From an optimization exercise on the open Yosys and OpenROAD flow, aimed at a short achievable clock period and few clock cycles; shortcuts taken in it are not production practice.
The RTL was checked by simulation tests, not by an equivalence proof against the original design.

==> flow/design.v <==
module cpu(
    input            clk,
    input            rst,
    input            prog_we,
    input      [3:0] prog_addr,
    input      [7:0] prog_data,
    output reg [7:0] output_register,
    output reg       out_valid
);
localparam K = 3;
localparam LDA = 4'b0001;
localparam ADD = 4'b0010;
localparam OUT = 4'b0011;
localparam JMP = 4'b0100;
localparam STA = 4'b0101;
localparam LDI = 4'b0110;
localparam SUB = 4'b0111;
reg  [7:0]   ram [0:15];
wire [127:0] mem;
reg  [7:0]   a_reg;
reg  [15:0]  pc;        
reg [K-1:0]    r_v;
reg [8*K-1:0]  r_ins;
reg [16*K-1:0] r_sel;   
reg [K-1:0]    e_v;
reg [16*K-1:0] e_st;    
reg [K-1:0]    e_out;   
reg [K:1]      e_keep;  
reg [8*K+7:0]  e_s, e_c;
genvar g;
generate
    for (g = 0; g < 16; g = g + 1) begin : mem_rd
        assign mem[8*g +: 8] = ram[g];
    end
endgenerate
reg [8*K+7:0] aval;     
reg [7:0]     ka, cs, cc;
integer       ep;
always @(*) begin
    aval[7:0] = a_reg;
    for (ep = 1; ep <= K; ep = ep + 1) begin
        ka = e_keep[ep] ? a_reg : 8'd0;
        cs = ka ^ e_s[8*ep +: 8] ^ e_c[8*ep +: 8];
        cc = (ka & e_s[8*ep +: 8]) | (ka & e_c[8*ep +: 8]) | (e_s[8*ep +: 8] & e_c[8*ep +: 8]);
        aval[8*ep +: 8] = cs + {cc[6:0], 1'b0};
    end
end
reg       any_out;
reg [7:0] out_val;
integer   oj;
always @(*) begin
    any_out = 1'b0;
    out_val = 8'd0;
    for (oj = 0; oj < K; oj = oj + 1)
        if (e_v[oj] && e_out[oj]) begin
            any_out = 1'b1;
            out_val = out_val | aval[8*oj +: 8];
        end
end
always @(posedge clk) begin
    if (rst) begin
        a_reg <= 8'd0;
        output_register <= 8'd0;
        out_valid <= 1'b0;
    end else begin
        a_reg <= aval[8*K +: 8];
        out_valid <= any_out;
        if (any_out)
            output_register <= out_val;
    end
end
generate
    for (g = 0; g < 16; g = g + 1) begin : mem_wr
        reg       st;
        reg [7:0] sv;
        integer   wj;
        always @(*) begin
            st = 1'b0;
            sv = 8'd0;
            for (wj = 0; wj < K; wj = wj + 1)
                if (e_v[wj] && e_st[16*wj + g]) begin
                    st = 1'b1;
                    sv = sv | aval[8*wj +: 8];
                end
        end
        always @(posedge clk) begin
            if (rst) begin
                if (prog_we && prog_addr == g)
                    ram[g] <= prog_data;
            end else if (st) begin
                ram[g] <= sv;
            end
        end
    end
endgenerate
reg [8*K-1:0]   x, t;
reg [K-1:0]     cin;
reg [K:1]       keep_n;
reg [8*K+7:0]   s_n, c_n;
reg [16*K-1:0]  st_n;
reg [K-1:0]     out_n;
reg [3:0]       rop;
reg [7:0]       s1, c1, tz;
reg             ld, lds;
integer         ri, rj, rb;
always @(*) begin
    for (rj = 0; rj < K; rj = rj + 1) begin
        rop = r_ins[8*rj+4 +: 4];
        x[8*rj +: 8] = 8'd0;
        for (rb = 0; rb < 16; rb = rb + 1)
            if (r_sel[16*rj + rb])
                x[8*rj +: 8] = x[8*rj +: 8] | mem[8*rb +: 8];
        if (rop == LDI)
            x[8*rj +: 8] = {4'b0, r_ins[8*rj +: 4]};
        out_n[rj] = r_v[rj] && rop == OUT;
        for (rb = 0; rb < 16; rb = rb + 1) begin
            st_n[16*rj + rb] = r_v[rj] && rop == STA && r_ins[8*rj +: 4] == rb;
            for (ri = 0; ri < K; ri = ri + 1)
                if (ri > rj && r_v[ri] && r_ins[8*ri+4 +: 4] == STA && r_ins[8*ri +: 4] == rb)
                    st_n[16*rj + rb] = 1'b0;
        end
    end
    s_n[7:0] = 8'd0;
    c_n[7:0] = 8'd0;
    for (rj = 1; rj <= K; rj = rj + 1) begin
        keep_n[rj] = 1'b1;
        t = {8*K{1'b0}};
        cin = {K{1'b0}};
        for (ri = 0; ri < K; ri = ri + 1)
            if (ri < rj && r_v[ri]) begin
                rop = r_ins[8*ri+4 +: 4];
                ld = rop == LDA || rop == LDI;
                if (ld) begin
                    keep_n[rj] = 1'b0;
                    t = {8*K{1'b0}};
                    cin = {K{1'b0}};
                end
                if (ld || rop == ADD)
                    t[8*ri +: 8] = x[8*ri +: 8];
                if (rop == SUB) begin
                    t[8*ri +: 8] = ~x[8*ri +: 8];
                    cin[ri] = 1'b1;
                end
            end
        s1 = t[7:0];
        c1 = {7'd0, cin[0]};
        for (ri = 1; ri < K; ri = ri + 1) begin
            tz = t[8*ri +: 8];
            {s1, c1} = {s1 ^ c1 ^ tz,
                        ((s1 & c1) | (s1 & tz) | (c1 & tz)) << 1 | cin[ri]};
        end
        s_n[8*rj +: 8] = s1;
        c_n[8*rj +: 8] = c1;
    end
end
always @(posedge clk) begin
    e_st  <= st_n;
    e_out <= out_n;
    if (rst) begin
        e_v    <= {K{1'b0}};
        e_keep <= {K{1'b1}};
        e_s    <= {(8*K+8){1'b0}};
        e_c    <= {(8*K+8){1'b0}};
    end else begin
        e_v    <= r_v;
        e_keep <= keep_n;
        e_s    <= s_n;
        e_c    <= c_n;
    end
end
reg  [127:0] mf;
reg  [15:0]  is_jmp, is_out, is_sta, is_rd, blocked, rmask, raw_r;
reg  [255:0] nxt;        
reg  [16*K-1:0] cond;    
reg  [7:0]   wb, wf;
reg          bad;
integer      fb, fi, fj, fd;
always @(*) begin
    for (fb = 0; fb < 16; fb = fb + 1) begin
        mf[8*fb +: 8] = (e_v[0] && e_st[fb]) ? a_reg : mem[8*fb +: 8];
        wb = mf[8*fb +: 8];
        is_jmp[fb] = wb[7:4] == JMP;
        is_out[fb] = wb[7:4] == OUT;
        is_sta[fb] = wb[7:4] == STA;
        is_rd[fb]  = wb[7:4] == LDA || wb[7:4] == ADD || wb[7:4] == SUB;
        nxt[16*fb +: 16] = is_jmp[fb] ? (16'd1 << wb[3:0]) : (16'd1 << ((fb + 1) % 16));
        blocked[fb] = 1'b0;
        rmask[fb] = 1'b0;
        for (fi = 0; fi < K; fi = fi + 1) begin
            if (r_v[fi] && r_ins[8*fi+4 +: 4] == STA && r_ins[8*fi +: 4] == fb) begin
                blocked[fb] = 1'b1;
                rmask[fb] = 1'b1;
            end
            if (fi > 0 && e_v[fi] && e_st[16*fi + fb])
                blocked[fb] = 1'b1;
        end
    end
    for (fb = 0; fb < 16; fb = fb + 1) begin
        wb = mf[8*fb +: 8];
        raw_r[fb] = is_rd[fb] && rmask[wb[3:0]];
    end
    for (fj = 0; fj < K; fj = fj + 1)
        for (fb = 0; fb < 16; fb = fb + 1) begin
            bad = blocked[fb] || raw_r[fb];
            if (fj > 0 && is_jmp[(fb + 15) % 16])
                bad = 1'b1;
            for (fi = 0; fi < K; fi = fi + 1)
                if (fi < fj) begin
                    fd = fj - fi;
                    wb = mf[8*((fb + 16 - fd) % 16) +: 8];
                    wf = mf[8*fb +: 8];
                    if (wb[7:4] == STA && wb[3:0] == fb)
                        bad = 1'b1;
                    if (wb[7:4] == STA && is_rd[fb] && wb[3:0] == wf[3:0])
                        bad = 1'b1;
                    if (wb[7:4] == OUT && is_out[fb])
                        bad = 1'b1;
                end
            cond[16*fj + fb] = !bad;
        end
end
reg [K-1:0]   fv;
reg [8*K-1:0] w;
reg [16*K-1:0] wsel;
reg [15:0]    npc, nj;
reg           ok;
integer       sj, sb;
always @(*) begin
    npc = 16'd0;
    for (sj = 0; sj < K; sj = sj + 1) begin
        ok = 1'b0;
        w[8*sj +: 8] = 8'd0;
        nj = 16'd0;
        for (sb = 0; sb < 16; sb = sb + 1)
            if (pc[sb]) begin
                ok = ok | cond[16*sj + (sb + sj) % 16];
                w[8*sj +: 8] = w[8*sj +: 8] | mf[8*((sb + sj) % 16) +: 8];
                nj = nj | nxt[16*((sb + sj) % 16) +: 16];
            end
        fv[sj] = ok && (sj == 0 || fv[sj-1]);
        if (fv[sj])
            npc = nj;
        wsel[16*sj +: 16] = 16'd1 << w[8*sj +: 4];
    end
    if (!fv[0])
        npc = pc;
end
reg  [K-1:0]   fv0;
reg  [15:0]    npc0;
reg  [7:0]     za, zb;
reg            bad0;
integer        zi, zj;
always @(*) begin
    npc0 = 16'd1;
    for (zj = 0; zj < K; zj = zj + 1) begin
        za = mem[8*zj +: 8];
        bad0 = zj > 0 && !fv0[zj-1];
        for (zi = 0; zi < K; zi = zi + 1)
            if (zi < zj) begin
                zb = mem[8*zi +: 8];
                if (zb[7:4] == JMP && zi == zj - 1)
                    bad0 = 1'b1;
                if (zb[7:4] == STA && zb[3:0] == zj)
                    bad0 = 1'b1;
                if (zb[7:4] == STA && zb[3:0] == za[3:0] &&
                    (za[7:4] == LDA || za[7:4] == ADD || za[7:4] == SUB))
                    bad0 = 1'b1;
                if (zb[7:4] == OUT && za[7:4] == OUT)
                    bad0 = 1'b1;
            end
        fv0[zj] = !bad0;
        if (!bad0)
            npc0 = (za[7:4] == JMP) ? (16'd1 << za[3:0]) : (16'd1 << (zj + 1));
    end
end
wire pre_hit = prog_we && prog_addr < K;
reg [16*K-1:0] wsel0;
integer        qj;
always @(*)
    for (qj = 0; qj < K; qj = qj + 1)
        wsel0[16*qj +: 16] = 16'd1 << mem[8*qj +: 4];
always @(posedge clk) begin
    if (rst) begin
        r_ins <= mem[8*K-1:0];
        r_sel <= wsel0;
        pc    <= pre_hit ? 16'd1 : npc0;
        r_v   <= pre_hit ? {K{1'b0}} : fv0;
    end else begin
        r_ins <= w;
        r_sel <= wsel;
        pc    <= npc;
        r_v   <= fv;
    end
end
endmodule
make LEC_CHECK=0 ABC_CLOCK_PERIOD_IN_PS=1500 CAP_MARGIN=20 CORE_MARGIN=2 CORE_UTILIZATION=40 SETUP_SLACK_MARGIN=4 SLEW_MARGIN=20 finish   # period 6.0 ns
run.sh (not shown) runs the stock make flow with config.mk's settings and CLKGATE_MAP_FILE= SYNTH_SCRIPT=/design/flow/synth_recipe.tcl, a recipe that flattens the netlist after the stock synthesis.
The first run stopped in global routing.
Testbench counts at the start, summed over its fixed seeds: cycles 12,005.
Then changed:
--- a/flow/design.v
+++ b/flow/design.v
@@ -5,11 +5,11 @@
     input      [3:0] prog_addr,
     input      [7:0] prog_data,
     output reg [7:0] output_register,
     output reg       out_valid
 );
-localparam K = 3;
+localparam K = 4;
 localparam LDA = 4'b0001;
 localparam ADD = 4'b0010;
 localparam OUT = 4'b0011;
 localparam JMP = 4'b0100;
 localparam STA = 4'b0101;
The new run aborted during global routing with GRT-0116.
Synthesized area climbs by 25%.
Synthesized cell count climbs by 22%.
Testbench counts after the change, summed over its fixed seeds: cycles 10,286.
